What follows belongs to an exercise in optimizing a design on an open flow for small area and a short achievable clock period; a production flow would make more cautious choices.
The RTL was checked by simulation tests, not by an equivalence proof against the original design.
Power and IR drop assume default switching activity.

--- flow/flow/run.sh ---
#!/bin/bash
# Layout: the standard ORFS flow (standard.sh) with two sizing changes:
# cells may be resized across footprints, and ports get sky130 buf_4
# buffers instead of the delay buffers buffer_ports picks by default; the
# floorplan step removes synthesis buffers instead of sizing without wires.
# Each step's full output is in orfs/logs; make's own output is in layout.log.
set -o pipefail
bash standard.sh synth > synth.log 2>&1 || exit 1
bash standard.sh MATCH_CELL_FOOTPRINT=0 \
	"BUFFER_PORTS_ARGS=-buffer_cell sky130_fd_sc_hd__buf_4" REMOVE_ABC_BUFFERS=1 \
	finish > layout.log 2>&1
--- flow/standard.sh ---
#!/bin/bash
# synth_recipe.tcl (not shown) runs the flow's synth.tcl, then flattens the netlist and writes it again
# the make line also repeats each setting of config.mk as NAME=value (left out here)
make -C /OpenROAD-flow-scripts/flow DESIGN_CONFIG=/design/flow/config.mk WORK_HOME=/design/flow/orfs CLKGATE_MAP_FILE= SYNTH_SCRIPT=/design/flow/synth_recipe.tcl "${@:-finish}"
--- flow/config.mk ---
export PLATFORM = sky130hd
export DESIGN_NAME = CPU
export DESIGN_NICKNAME = CPU
export VERILOG_FILES = /design/flow/design.v
export SDC_FILE = /design/flow/constraint.sdc
export NUM_CORES = 4
export LEC_CHECK = 0
export CAP_MARGIN = 20
export CORE_MARGIN = 2
export CORE_UTILIZATION = 40
export CTS_BUF_LIST = sky130_fd_sc_hd__clkbuf_8
export PLACE_DENSITY = 0.6
export SETUP_SLACK_MARGIN = 3.4
export SLEW_MARGIN = 20
export SYNTH_HIERARCHICAL = 1
export TNS_END_PERCENT = 5
--- flow/constraint.sdc ---
create_clock -name core_clock -period 12.0 [get_ports {sysclk}]
set_input_delay 2.4000 -clock core_clock [delete_from_list [all_inputs] [get_ports {sysclk}]]
set_output_delay 2.4000 -clock core_clock [all_outputs]
set_load 0.01 [all_outputs]
--- flow/design.v ---
module CPU(
	input sysclk,
	input cpu_resetn,
	output [31:0] imem_addr,
	input  [31:0] imem_rdata,
	output [31:0] dmem_addr,
	output [31:0] dmem_wdata,
	output [3:0]  dmem_wen_n,
	input  [31:0] dmem_rdata,
	output uart_tx
);
	wire [31:0] ins = imem_rdata;
	wire [6:0] op = ins[6:0];
	wire [2:0] f3 = ins[14:12];
	wire [4:0] ra = ins[19:15];
	wire [4:0] rb = ins[24:20];
	wire [4:0] rd = ins[11:7];
	wire alt = ins[30];
	wire is_lui    = (op == 7'b0110111);
	wire is_auipc  = (op == 7'b0010111);
	wire is_jal    = (op == 7'b1101111);
	wire is_jalr   = (op == 7'b1100111);
	wire is_branch = (op == 7'b1100011);
	wire is_load   = (op == 7'b0000011);
	wire is_store  = (op == 7'b0100011);
	wire is_opimm  = (op == 7'b0010011);
	wire is_op     = (op == 7'b0110011);
	wire [31:0] imm_i = {{20{ins[31]}}, ins[31:20]};
	wire [31:0] imm_s = {{20{ins[31]}}, ins[31:25], ins[11:7]};
	wire [31:0] imm_b = {{20{ins[31]}}, ins[7], ins[30:25], ins[11:8], 1'b0};
	wire [31:0] imm_u = {ins[31:12], 12'b0};
	wire [31:0] imm_j = {{12{ins[31]}}, ins[19:12], ins[20], ins[30:21], 1'b0};
	reg  [31:0] pc;
	wire [31:0] an, bn, wd;
	wire [31:0] a = ~an;
	wire [31:0] b = ~bn;
	wire we = ~(is_branch | is_store);
	wire [31:1] sa, sb, en;
	dec5 deca(.r(ra), .s(sa));
	dec5 decb(.r(rb), .s(sb));
	wire [31:0] q [1:31];
	genvar g, j;
	generate for (g = 1; g < 32; g = g + 1) begin : x
		assign en[g] = we & (rd == g);
		reg [31:0] r;
		always @(posedge sysclk) if (en[g]) r <= wd;
		assign q[g] = r;
	end endgenerate
	generate for (j = 0; j < 32; j = j + 1) begin : col
		wire [31:1] c;
		for (g = 1; g < 32; g = g + 1) begin : rw
			assign c[g] = q[g][j];
		end
		rdbit pa(.s(sa), .d(c), .yn(an[j]));
		rdbit pb(.s(sb), .d(c), .yn(bn[j]));
	end endgenerate
	wire [31:0] addr;
	wire [11:0] imm12 = is_store ? {ins[31:25], ins[11:7]} : ins[31:20];
	ks32 #(.CIN(0)) addr_add0(.an(an), .b({{20{imm12[11]}}, imm12}), .cin(1'b0), .y(addr), .coutn());
	wire hc_hit, uart_hit;
	assign hc_hit = (addr == 32'hffffff00);
	assign uart_hit = (addr == 32'hf6fff070);
	assign dmem_addr = addr;
	assign dmem_wdata = b;
	assign dmem_wen_n = ~({4{is_store}} & ((f3 == 3'b000) ? 4'b0001 :
	                                       (f3 == 3'b001) ? 4'b0011 :
	                                       (f3 == 3'b010) ? 4'b1111 : 4'b0000));
	wire use_b = is_op | is_branch;
	wire [31:0] bsel = use_b ? b : (is_jalr ? imm_j : imm_i);
	wire slt_op = (f3 == 3'b010) | (f3 == 3'b011);
	wire sub = is_branch | ((is_op | is_opimm) & slt_op) | (is_op & (f3 == 3'b000) & alt);
	wire [31:0] immx = is_jalr ? imm_j : imm_i;
	wire [31:0] bx = use_b ? (b ^ {32{sub}}) : (immx ^ {32{sub}});
	wire [31:0] sum;
	wire ltu;
	ks32 #(.CIN(1)) alu_add0(.an(an), .b(bx), .cin(sub), .y(sum), .coutn(ltu));
	wire lt = (a[31] ^ bsel[31]) ? a[31] : ltu;
	wire eq = (a == bsel);
	wire shl = ~f3[2];
	wire [4:0] shamt = is_op ? b[4:0] : rb;
	reg  [31:0] a_rev, sr_rev;
	integer k;
	always @(*) for (k = 0; k < 32; k = k + 1) a_rev[k] = a[31-k];
	wire [31:0] sin = shl ? a_rev : a;
	wire fill = ~shl & alt & a[31];
	wire [63:0] sr64 = {{32{fill}}, sin} >> shamt;
	wire [31:0] sr = sr64[31:0];
	always @(*) for (k = 0; k < 32; k = k + 1) sr_rev[k] = sr[31-k];
	reg [31:0] hc;
	wire ld_mem = (f3 == 3'b000) | (f3 == 3'b001) | (f3 == 3'b010) | (f3 == 3'b100) | (f3 == 3'b101);
	wire [31:0] ldv_mem = (f3[1:0] == 2'b00) ? {{24{dmem_rdata[7] & ~f3[2]}}, dmem_rdata[7:0]} :
	                      (f3[1:0] == 2'b01) ? {{16{dmem_rdata[15] & ~f3[2]}}, dmem_rdata[15:0]} : dmem_rdata;
	wire [31:0] ldv_hc = (f3[1:0] == 2'b00) ? {{24{hc[7] & ~f3[2]}}, hc[7:0]} :
	                     (f3[1:0] == 2'b01) ? {{16{hc[15] & ~f3[2]}}, hc[15:0]} : hc;
	wire [31:0] pc4 = pc + 32'd4;
	wire [31:0] pcimm = pc + (is_branch ? imm_b : is_jal ? imm_j : imm_u);
	wire alu_op = is_op | is_opimm;
	wire s_lui  = is_lui;
	wire s_pci  = is_auipc;
	wire s_link = is_jal | is_jalr;
	wire s_ldm  = is_load & ld_mem;
	wire s_addr = (is_load & ~ld_mem) | (is_opimm & (f3 == 3'b000));
	wire s_add  = is_op & (f3 == 3'b000);
	wire s_slt  = alu_op & (f3 == 3'b010);
	wire s_sltu = alu_op & (f3 == 3'b011);
	wire s_xor  = alu_op & (f3 == 3'b100);
	wire s_or   = alu_op & (f3 == 3'b110);
	wire s_and  = alu_op & (f3 == 3'b111);
	wire s_srl  = alu_op & (f3 == 3'b101);
	wire s_sll  = alu_op & (f3 == 3'b001);
	wire s_ldhc = s_ldm & hc_hit;
	wire s_ldmem = s_ldm & ~hc_hit;
	wire [31:0] wd_rest_n = ~(({32{s_lui}} & imm_u) | ({32{s_pci}} & pcimm) | ({32{s_link}} & pc4) |
	            {31'b0, (s_slt & lt) | (s_sltu & ltu)} |
	            ({32{s_xor}} & (a ^ bx)) | ({32{s_or}} & (a | bx)) | ({32{s_and}} & (a & bx)));
	genvar w;
	generate for (w = 0; w < 32; w = w + 1) begin : wdm
		wire t1, t2, t3;
		g_a22oi u1(.a1(s_add), .a2(sum[w]), .b1(s_addr), .b2(addr[w]), .y(t1));
		g_a22oi u2(.a1(s_ldhc), .a2(ldv_hc[w]), .b1(s_ldmem), .b2(ldv_mem[w]), .y(t2));
		g_a22oi u3(.a1(s_srl), .a2(sr[w]), .b1(s_sll), .b2(sr_rev[w]), .y(t3));
		g_nand4 u4(.a(t1), .b(t2), .c(t3), .d(wd_rest_n[w]), .y(wd[w]));
	end endgenerate
	reg cond;
	always @(*) begin
		case (f3)
			3'b000: cond = eq;
			3'b001: cond = ~eq;
			3'b100: cond = lt;
			3'b101: cond = ~lt;
			3'b110: cond = ltu;
			3'b111: cond = ~ltu;
			default: cond = 1'b0;
		endcase
	end
	wire taken = is_branch & cond & (pcimm != 32'b0);
	wire [31:0] np_other = is_jal ? pcimm : is_jalr ? sum : pc4;
	wire [31:0] nextpc;
	genvar m;
	generate for (m = 0; m < 32; m = m + 1) begin : npm
		g_mux2 u(.a0(np_other[m]), .a1(pcimm[m]), .s(taken), .y(nextpc[m]));
	end endgenerate
	always @(posedge sysclk or negedge cpu_resetn) begin
		if (!cpu_resetn) pc <= 32'h00008000;
		else pc <= nextpc;
	end
	assign imem_addr = pc;
	always @(posedge sysclk or negedge cpu_resetn) begin
		if (!cpu_resetn) hc <= 32'd0;
		else hc <= hc + 32'd1;
	end
	wire uart_we = is_store & (f3 == 3'b000 | f3 == 3'b001 | f3 == 3'b010) & uart_hit;
	uart uart0(
		.clk(sysclk),
		.resetn(cpu_resetn),
		.we(uart_we),
		.data(b[7:0]),
		.uart_tx(uart_tx)
	);
endmodule
module rd3 (
	input [2:0] s,
	input [2:0] d,
	output yn
);
	assign yn = ~|(s & d);
endmodule
module rd1 (
	input s,
	input d,
	output yn
);
	assign yn = ~(s & d);
endmodule
module nand4m (
	input [3:0] n,
	output y
);
	assign y = ~&n;
endmodule
module nand3m (
	input [2:0] n,
	output y
);
	assign y = ~&n;
endmodule
module nor3m (
	input [2:0] m,
	output yn
);
	assign yn = ~|m;
endmodule
module rdbit (
	input [31:1] s,
	input [31:1] d,
	output yn
);
	wire [10:0] n;
	wire [2:0] m;
	genvar g;
	generate for (g = 0; g < 10; g = g + 1) begin : t
		rd3 u(.s(s[3*g+3:3*g+1]), .d(d[3*g+3:3*g+1]), .yn(n[g]));
	end endgenerate
	rd1 u31(.s(s[31]), .d(d[31]), .yn(n[10]));
	nand4m m0(.n(n[3:0]), .y(m[0]));
	nand4m m1(.n(n[7:4]), .y(m[1]));
	nand3m m2(.n(n[10:8]), .y(m[2]));
	nor3m f(.m(m), .yn(yn));
endmodule
module g_inv (input a, output y); assign y = ~a; endmodule
module g_nand2 (input a, input b, output y); assign y = ~(a & b); endmodule
module g_nor2 (input a, input b, output y); assign y = ~(a | b); endmodule
module g_a21oi (input a1, input a2, input b1, output y); assign y = ~((a1 & a2) | b1); endmodule
module g_o21ai (input a1, input a2, input b1, output y); assign y = ~((a1 | a2) & b1); endmodule
module g_xnor2 (input a, input b, output y); assign y = ~(a ^ b); endmodule
module g_nor2b (input a, input bn, output y); assign y = ~(a | ~bn); endmodule
module g_maj3n (input an, input b, input c, output y); assign y = (~an & b) | (~an & c) | (b & c); endmodule
module g_nand3 (input a, input b, input c, output y); assign y = ~(a & b & c); endmodule
module g_a21o (input a1, input a2, input b1, output y); assign y = (a1 & a2) | b1; endmodule
module g_a22oi (input a1, input a2, input b1, input b2, output y); assign y = ~((a1 & a2) | (b1 & b2)); endmodule
module g_nand4 (input a, input b, input c, input d, output y); assign y = ~(a & b & c & d); endmodule
module g_mux2 (input a0, input a1, input s, output y); assign y = s ? a1 : a0; endmodule
module ks32 #(parameter CIN = 0) (
	input [31:0] an,
	input [31:0] b,
	input cin,
	output [31:0] y,
	output coutn
);
	wire [31:0] p0, g0;
	wire [31:0] g1, g2, g3, g4, g5, p1, p2, p3, p4;
	genvar i;
	generate for (i = 0; i < 32; i = i + 1) begin : l0
		if (i == 0 && CIN) begin : c
			g_maj3n ug(.an(an[i]), .b(b[i]), .c(cin), .y(g0[i]));
		end else begin : n
			g_nor2b ug(.a(an[i]), .bn(b[i]), .y(g0[i]));
		end
		g_xnor2 up(.a(an[i]), .b(b[i]), .y(p0[i]));
	end endgenerate
	generate for (i = 0; i < 32; i = i + 1) begin : l1
		if (i < 1) begin : pass
			g_inv ug(.a(g0[i]), .y(g1[i]));
		end else begin : bc
			g_a21oi ug(.a1(p0[i]), .a2(g0[i-1]), .b1(g0[i]), .y(g1[i]));
			g_nand2 up(.a(p0[i]), .b(p0[i-1]), .y(p1[i]));
		end
	end endgenerate
	generate for (i = 0; i < 32; i = i + 1) begin : l2
		if (i < 2) begin : pass
			g_inv ug(.a(g1[i]), .y(g2[i]));
		end else begin : bc
			g_o21ai ug(.a1(p1[i]), .a2(g1[i-2]), .b1(g1[i]), .y(g2[i]));
			if (i >= 4) begin : pp
				g_nor2 up(.a(p1[i]), .b(p1[i-2]), .y(p2[i]));
			end
		end
	end endgenerate
	generate for (i = 0; i < 32; i = i + 1) begin : l3
		if (i < 4) begin : pass
			g_inv ug(.a(g2[i]), .y(g3[i]));
		end else begin : bc
			g_a21oi ug(.a1(p2[i]), .a2(g2[i-4]), .b1(g2[i]), .y(g3[i]));
			if (i >= 8) begin : pp
				g_nand2 up(.a(p2[i]), .b(p2[i-4]), .y(p3[i]));
			end
		end
	end endgenerate
	generate for (i = 0; i < 32; i = i + 1) begin : l4
		if (i < 8) begin : pass
			g_inv ug(.a(g3[i]), .y(g4[i]));
		end else begin : bc
			g_o21ai ug(.a1(p3[i]), .a2(g3[i-8]), .b1(g3[i]), .y(g4[i]));
			if (i >= 16) begin : pp
				g_nor2 up(.a(p3[i]), .b(p3[i-8]), .y(p4[i]));
			end
		end
	end endgenerate
	generate for (i = 0; i < 32; i = i + 1) begin : l5
		if (i < 16) begin : pass
			g_inv ug(.a(g4[i]), .y(g5[i]));
		end else begin : bc
			g_a21oi ug(.a1(p4[i]), .a2(g4[i-16]), .b1(g4[i]), .y(g5[i]));
		end
	end endgenerate
	generate if (CIN) begin : s0c
		g_xnor2 u(.a(p0[0]), .b(~cin), .y(y[0]));
	end else begin : s0n
		assign y[0] = p0[0];
	end endgenerate
	generate for (i = 1; i < 32; i = i + 1) begin : s
		g_xnor2 u(.a(p0[i]), .b(g5[i-1]), .y(y[i]));
	end endgenerate
	assign coutn = g5[31];
endmodule
module dec5 (
	input [4:0] r,
	output [31:1] s
);
	wire [4:0] rn;
	wire [3:0] lo_n;
	wire [7:0] hi_n;
	genvar i;
	generate for (i = 0; i < 5; i = i + 1) begin : iv
		g_inv u(.a(r[i]), .y(rn[i]));
	end endgenerate
	generate for (i = 0; i < 4; i = i + 1) begin : lo
		g_nand2 u(.a(i[0] ? r[0] : rn[0]), .b(i[1] ? r[1] : rn[1]), .y(lo_n[i]));
	end endgenerate
	generate for (i = 0; i < 8; i = i + 1) begin : hi
		g_nand3 u(.a(i[0] ? r[2] : rn[2]), .b(i[1] ? r[3] : rn[3]), .c(i[2] ? r[4] : rn[4]), .y(hi_n[i]));
	end endgenerate
	generate for (i = 1; i < 32; i = i + 1) begin : o
		g_nor2 u(.a(hi_n[i >> 2]), .b(lo_n[i & 3]), .y(s[i]));
	end endgenerate
endmodule
module uart (
	input clk,
	input resetn,
	input we,
	input [7:0] data,
	output reg uart_tx
);
	reg [3:0] bitcount;
	reg [8:0] shifter;
	wire sending = |bitcount;
	wire busy = |bitcount[3:1];
	reg [12:0] d;
	wire ser_clk = ~d[12];
	always @(posedge clk or negedge resetn) begin
		if (!resetn) d <= 13'd0;
		else d <= d + (ser_clk ? -13'd3113 : 13'd12);
	end
	always @(posedge clk or negedge resetn) begin
		if (!resetn) begin
			uart_tx <= 1'b1;
			bitcount <= 4'd0;
		end else begin
			if (sending & ser_clk) begin
				uart_tx <= shifter[0];
				bitcount <= bitcount - 4'd1;
			end else if (we & ~busy) begin
				bitcount <= 4'd11;
			end
		end
	end
	always @(posedge clk) begin
		if (sending & ser_clk) shifter <= {1'b1, shifter[8:1]};
		else if (we & ~busy) shifter <= {data, 1'b0};
	end
endmodule
==> flow_summary.ini, run 1 <==
[worst_setup_path]
slowest_stage = a222oi_1
crit_fanout = 10
crit_path_max_incr_delay_ns = 0.39
end_kind = primary output
worstSetupStartpointType = primary input
critPathRequiredTime_ns = 9.60
arrival_ns = 6.51
path_class = in -> out
cp_cell_sequence = buf_4 -> inv_1 -> nand2_4 -> nor2_4 -> buf_4 -> buf_4 -> a222oi_1 -> nand4_1 -> nor3_2 -> buf_6 -> xnor2_2 -> a21oi_2 -> o21ai_1 -> a21oi_2 -> o21ai_1 -> a21oi_2 -> xnor2_1 -> buf_4 -> buf_4
crit_buf_inv = 7
crit_family = compound AO/OA/AOI/OAI gates
crit_top_cell = buf_4

[sta]
relSlewSlack = 0.172
setup_viol = 0
hold_violations = 0
max_freq_ghz = 0.112
maxSlewViolCount = 0
fin_setup_tns_ns = 0
skew_ns = 0.0649
worst_slew_pin_slew_ns = 1.24
rsz0062_at_grt = yes
finalCritPeriodShare = 0.743
setup_ws_ns = 3.09
period_needed_ns = 8.91

[floorplan]
num_rows = 140
core_area_um2 = 146000
die_h_um = 387
initial_core_util = 0.403
die-area_um2 = 150000
pin_count = 167
die_width_um = 387

[global_route]
grt_usage = 0.388
grt_pass1_vias = 50700
grt_max_degree = 58
grt_pass1_wl_mm = 407
grt-ovfl-total = 0
antenna_found_initial = 24

[routing]
drt-pass1-iter-count = 22
ant_nets = 0
wire_per_inst_um = 40.8
viasPerCell = 7.33
drc = 0
vias = 54300
first_iter_violations = 12200
wirelength_mm = 302

[placement]
placed_area_um2 = 64500
gp_congestion = 1.09
io_buffers = 166
hpwl_mm = 197
dp.cells = 6940
place_ws_ns = 1.56

[final_layout]
fin_nets = 5491
drive_above_1_share = 0.268
syn_to_final_growth_pct = 19.8
fillers = 13000
fin_cells = 7401
postLayoutCellArea_um2 = 70400
fin_util = 0.483

[yosys]
synth_area_um2 = 58800
postSynthAreaPerCell_um2 = 12.4
ys_warn_count = 8
syn-instance-count = 4724

[clocking]
cts.path.max_buffers = 3
postCtsHoldBufs = 0
clock_sinks = 1083
cts_buffers = 179
cts_htree_levels = 4
clk_latency_ns = 0.95
cts_tree = done
root_buffer = clkbuf_8
clkTransAtPathRegs_ns = 0.05

[power_and_ir_drop]
ir_drop_v = 0.0000985
powerDensity_nw_per_um2 = 155
switching_power_uw = 3850
p_leak_uw = 0.0251
combPwrFrac = 0.296
clockPowerShare = 0.308
seq_power_share = 0.396
p_sw_frac = 0.353
internal-power_uw = 7040

[hold_path]
hp-class = reg -> reg

[status]
status = complete, no violations

[job]
drv_cap = 0
==> cell type report <==
type	instances	area, um^2	area share
antenna	16	40.0	0.000568
sequential	1083	32100	0.456
inverter	227	863	0.0123
multi-input combinational	3308	27200	0.386
tap	1917	2400	0.0340
timing repair buffer	518	4230	0.0600
clock inverter	149	1110	0.0158
clock buffer	183	2520	0.0358
==> placed cells by master (no fill, tap or decap), drive strengths merged, types with 20 or more instances in the layout <==
master	n
ha	106
nor2	312
a222oi	645
buf	515
edfxtp	1000
o221ai	20
a31oi	21
dfrtp	80
nand2	343
nand3	131
xor2	74
nand4	189
and3	26
o211ai	21
mux2	48
a21o	81
a21oi	269
o22ai	24
clkbuf	186
nor2b	76
inv	280
clkinv	77
xnor2	201
a211oi	24
a22oi	116
o21ai	211
nor3	89
mux2i	69
==> stage by stage <==
stage                     hold WS (ns)  total power (uW)
final                            0.475             10900
after global routing             0.499             11200
after CTS                        0.478             10600
after detailed placement         0.464              7220
after global placement           0.460              7220
after floorplan                  0.442              5980
==> state kept, by name, indices dropped and copies added, names as in the netlist <==
| name | flops |
|---|---|
| uart0.uart_tx | 1 |
| uart0.shifter | 9 |
| uart0.bitcount | 4 |
| pc | 32 |
| uart0.d | 13 |
| x.r | 992 |
| hc | 32 |
==> layer usage <==
metal  vias up  part of all wire  track usage
met4        32             0.098        0.306
met5         -            0.0017      0.00861
met3      1448              0.17        0.195
met2      5369              0.40        0.540
li1      21200                 -            -
met1     26200              0.33        0.451
==> power groups by stage <==
| stage | clock (uW) | combinational [uW] | sequential, uW |
|---|---|---|---|
| global route | 3530 | 3330 | 4320 |
| floorplan | 0 | 1600 | 4370 |
| detailed placement | 0 | 2840 | 4380 |
| finish | 3350 | 3230 | 4310 |
| global placement | 0 | 2840 | 4380 |
| CTS | 3370 | 2940 | 4310 |
==> path summary, 6_finish.rpt <==
path / from / slack (ns) / cells past startpoint / endpoint
worst max-delay path: imem_rdata[15] / 3.09 / 19 / dmem_addr[20]
worst min-delay path: uart0.shifter[0] / 0.48 / 1 / uart0.uart_tx
worst max register to register: x[13].r[10] / 5.06 / 23 / x[1].r[28]
worst min register to register: uart0.shifter[0] / 0.48 / 1 / uart0.uart_tx
max in group asynchronous: cpu_resetn / 9.42 / 2 / hc[0]
min in group asynchronous: cpu_resetn / 1.40 / 1 / pc[4]
==> worst register-to-register path, cell delays in order (launching register included) <==
cell and delay (ns):
edfxtp_1 0.54, a222oi_1 0.66, buf_4 0.28, nand4_1 0.20, nor3_2 0.26, buf_6 0.17, buf_4 0.13, nor2b_4 0.04
a21oi_2 0.24, o21ai_4 0.12, a21oi_2 0.26, o21ai_4 0.14, a21oi_2 0.29, xnor2_4 0.16, buf_12 0.17, or4b_2 0.58
nor4_1 0.33, nand2_1 0.11, or4_1 0.68, nor2b_4 0.19, buf_6 0.26, a22oi_2 0.25, nand4_1 0.21, buf_4 0.33
==> what timing repair did <==
| item | 4_1_cts | 5_1_grt |
|---|---|---|
| gates resized for setup | 91 | 154 |
| pin swaps | 33 | 31 |
| setup endpoints to repair | 1043 | 1062 |
| buffers inserted | 53 | 56 |
| gates cloned | 1 | 0 |
==> run 2: changes to the inputs <==
--- a/flow/config.mk
+++ b/flow/config.mk
@@ -8,7 +8,9 @@
 export CAP_MARGIN = 20
 export CORE_MARGIN = 2
 export CORE_UTILIZATION = 40
-export CTS_BUF_LIST = sky130_fd_sc_hd__clkbuf_8
+export CTS_BUF_LIST = sky130_fd_sc_hd__clkbuf_16
+export CTS_CLUSTER_DIAMETER = 70
+export CTS_CLUSTER_SIZE = 20
 export PLACE_DENSITY = 0.6
 export SETUP_SLACK_MARGIN = 3.4
 export SLEW_MARGIN = 20
==> run 2 against run 1 <==
The layout now fails its checks (max-slew violations). Largest power group unchanged. Critical path depth shrank 1. Die area unchanged. Cell count is 2.5% lower. Flip-flop and latch count unchanged. Highest routed layer unchanged. Clock power down 9.0%. Register-to-register slack improved by 0.41 ns. Fmax grew 0.71%. First-iteration DRC count rose by 1.4%. Critical endpoint is now dmem_addr[7]. Sequential share of layout area is 0.52 points higher. Hold slack better by 0.00056 ns.
==> flow_summary.ini, run 2 <==
[sta]
hold_violations = 0
worst_slew_pin_slew_ns = 1.52
skew_ns = 0.0659
rsz0062_at_grt = yes
relSlewSlack = -0.0125
setup_ws_ns = 3.15
period_needed_ns = 8.85
max_freq_ghz = 0.113
fin_setup_tns_ns = 0
finalCritPeriodShare = 0.738
maxSlewViolCount = 1
setup_viol = 0

[worst_setup_path]
crit_fanout = 18
slowest_stage = xnor2_1
cp.depth = 18
crit_family = buffers and inverters
crit_buf_inv = 8
reg2regPathDepth = 22
arrival_ns = 6.45
rrSetupSlack_ns = 5.47
cp_cell_sequence = buf_6 -> clkinvlp_4 -> nand3_4 -> buf_4 -> nor2_4 -> buf_4 -> a222oi_1 -> nand4_1 -> nor3_4 -> buf_8 -> xnor2_2 -> nand2_1 -> o21ai_1 -> a21oi_2 -> inv_1 -> inv_1 -> xnor2_1 -> buf_4
path_class = in -> out
crit_top_cell = buf_4
end_kind = primary output
crit_path_max_incr_delay_ns = 0.61
critPathRequiredTime_ns = 9.60
worstSetupStartpointType = primary input

[clocking]
clock_sinks = 1083
clk_latency_ns = 0.78
cts_htree_levels = 3
cts_buffers = 86
clkTransAtPathRegs_ns = 0.07
root_buffer = clkbuf_16
cts_tree = done
cts.path.max_buffers = 3

[final_layout]
top_regs = x.r (992), hc (32), pc (32)
postLayoutCellArea_um2 = 69700
drive_above_1_share = 0.256
layout_common_cells = edfxtp_1, a222oi_1, buf_4, nand2_1, inv_1
syn_to_final_growth_pct = 18.5
regArea_um2 = 32100
fin_nets = 5387
fillers = 13000
top_register = x.r
largest_register_ffs = 992
final_common_cell = edfxtp_1
multiInputGateArea_um2 = 27100

[global_route]
grtUsageMet2 = 0.541
met1_usage = 0.455
use_met3 = 0.194
grt_max_degree = 58
grt_usage = 0.390
grt-ovfl-total = 0
grt.busiest_layer = met2
grt_pass1_wl_mm = 408
antenna_found_initial = 27
grt_pass1_vias = 49900

[routing]
viasPerCell = 7.47
drc = 0
ant_nets = 0
drt-pass1-iter-count = 15
vias = 53900
wirelength_mm = 302
wire_per_inst_um = 41.9
first_iter_violations = 12400

[floorplan]
pin_count = 167
core_area_um2 = 146000
initial_core_util = 0.403
num_rows = 140
die-area_um2 = 150000
die_width_um = 387
die_h_um = 387

[power_and_ir_drop]
internal-power_uw = 6780
switching_power_uw = 3780
p_leak_uw = 0.0245
ir_drop_v = 0.000137
clockPowerShare = 0.288
combPwrFrac = 0.304
p_sw_frac = 0.358
seq_power_share = 0.408
powerDensity_nw_per_um2 = 152

[yosys]
postSynthAreaPerCell_um2 = 12.4
syn-instance-count = 4724
synth_area_um2 = 58800
ys_warn_count = 8

[placement]
place_ws_ns = 1.56
hpwl_mm = 197
gp_congestion = 1.09
placed_area_um2 = 64500
io_buffers = 166

[hold_path]
hp-class = reg -> reg
holdPathStages = 1

[job]
drv_cap = 0

[status]
status = finished with violations
violations = max-slew violations
## run 2: power groups by stage
| stage | clock network [uW] | registers [uW] | logic [uW] |
|---|---|---|---|
| after floorplan | 0 | 4370 | 1600 |
| after global placement | 0 | 4380 | 2840 |
| after detailed placement | 0 | 4380 | 2840 |
| after CTS | 3050 | 4300 | 3010 |
| after global routing | 3190 | 4310 | 3300 |
| final | 3050 | 4300 | 3210 |
## run 2: worst register-to-register path, cell delays in order (launching register included)
cell	delay, ns
edfxtp_1	0.60
a222oi_1	0.66
buf_4	0.28
nand4_1	0.19
nor3_2	0.19
buf_6	0.15
buf_4	0.12
nor2b_4	0.04
a21oi_2	0.19
o21ai_2	0.13
a21oi_2	0.26
o21ai_4	0.14
a21oi_4	0.22
xnor2_4	0.17
or4b_2	0.60
nor4_1	0.32
nand2_1	0.11
or4_4	0.61
nor2b_4	0.16
buf_6	0.26
a22oi_2	0.25
nand4_1	0.22
buf_4	0.34
## run 2: cell type report
type,instances,share of cell area
flip-flops and latches,1083,0.461
multi-input cells,3308,0.389
repair buffers,507,0.0602
well taps,1917,0.0344
clock buffers,87,0.0313
inverters,227,0.0124
clock inverters,63,0.0107
diodes,26,0.000934
## run 2: timing repair
action	in CTS	in global routing
hold buffers	0	0
pin swaps	62	40
cloned	1	2
gates resized for setup	161	74
setup endpoints to repair	1067	1054
setup buffers	78	19
## run 2: path summary, 6_finish.rpt
path,start,endpoint
max reg2reg,x[15].r[10],x[16].r[28]
max in group asynchronous,cpu_resetn,hc[13]
max,imem_rdata[19],dmem_addr[7]
min,hc[31],hc[31]
min reg2reg,hc[31],hc[31]
min in group asynchronous,cpu_resetn,uart0.d[1]
## run 2: through the flow
| stage | std cells | power (uW) | hold slack, ns | util |
|---|---|---|---|---|
| CTS | 7169 | 10400 | 0.479 | 0.473 |
| finish | 7218 | 10600 | 0.476 | 0.478 |
| floorplan | 4617 | 5980 | 0.442 | - |
| global placement | 6940 | 7220 | 0.460 | 0.443 |
| global route | 7194 | 10800 | 0.500 | 0.478 |
| detailed placement | 6940 | 7220 | 0.464 | 0.443 |
## run 2: routing by layer
metal,vias to the layer above,part of all wire
met5,-,0.0033
met4,40,0.10
met3,1402,0.17
met2,5408,0.40
met1,26200,0.32
li1,20900,-

## port drivers added, routing unchanged
The results above use ideal ports. As a check the final layouts listed here were re-extracted and re-timed, cells and wires unchanged. Step 1 assumes that a clkbuf_16 drives the clock port and a buf_2 every other input. Step 2 adds t to the input delays and takes it off the output delays; t is the mean of the earliest and latest rising clock arrival at the registers after step 1. Input paths then give back, and output paths get back, about the clock's delay inside the block. a / b / c = ideal / step 1 / step 2; a / b = the first two.
run	t, ns	setup slack, ns	worst setup path at the end
run 1	0.996	3.086 / 3.054 / 2.168	input to register
run 2	0.822	3.149 / 3.100 / 2.592	input to register
The setup slack of run 1, which loses most, moves by -0.032 ns with the drivers and by -0.918 ns with both steps.
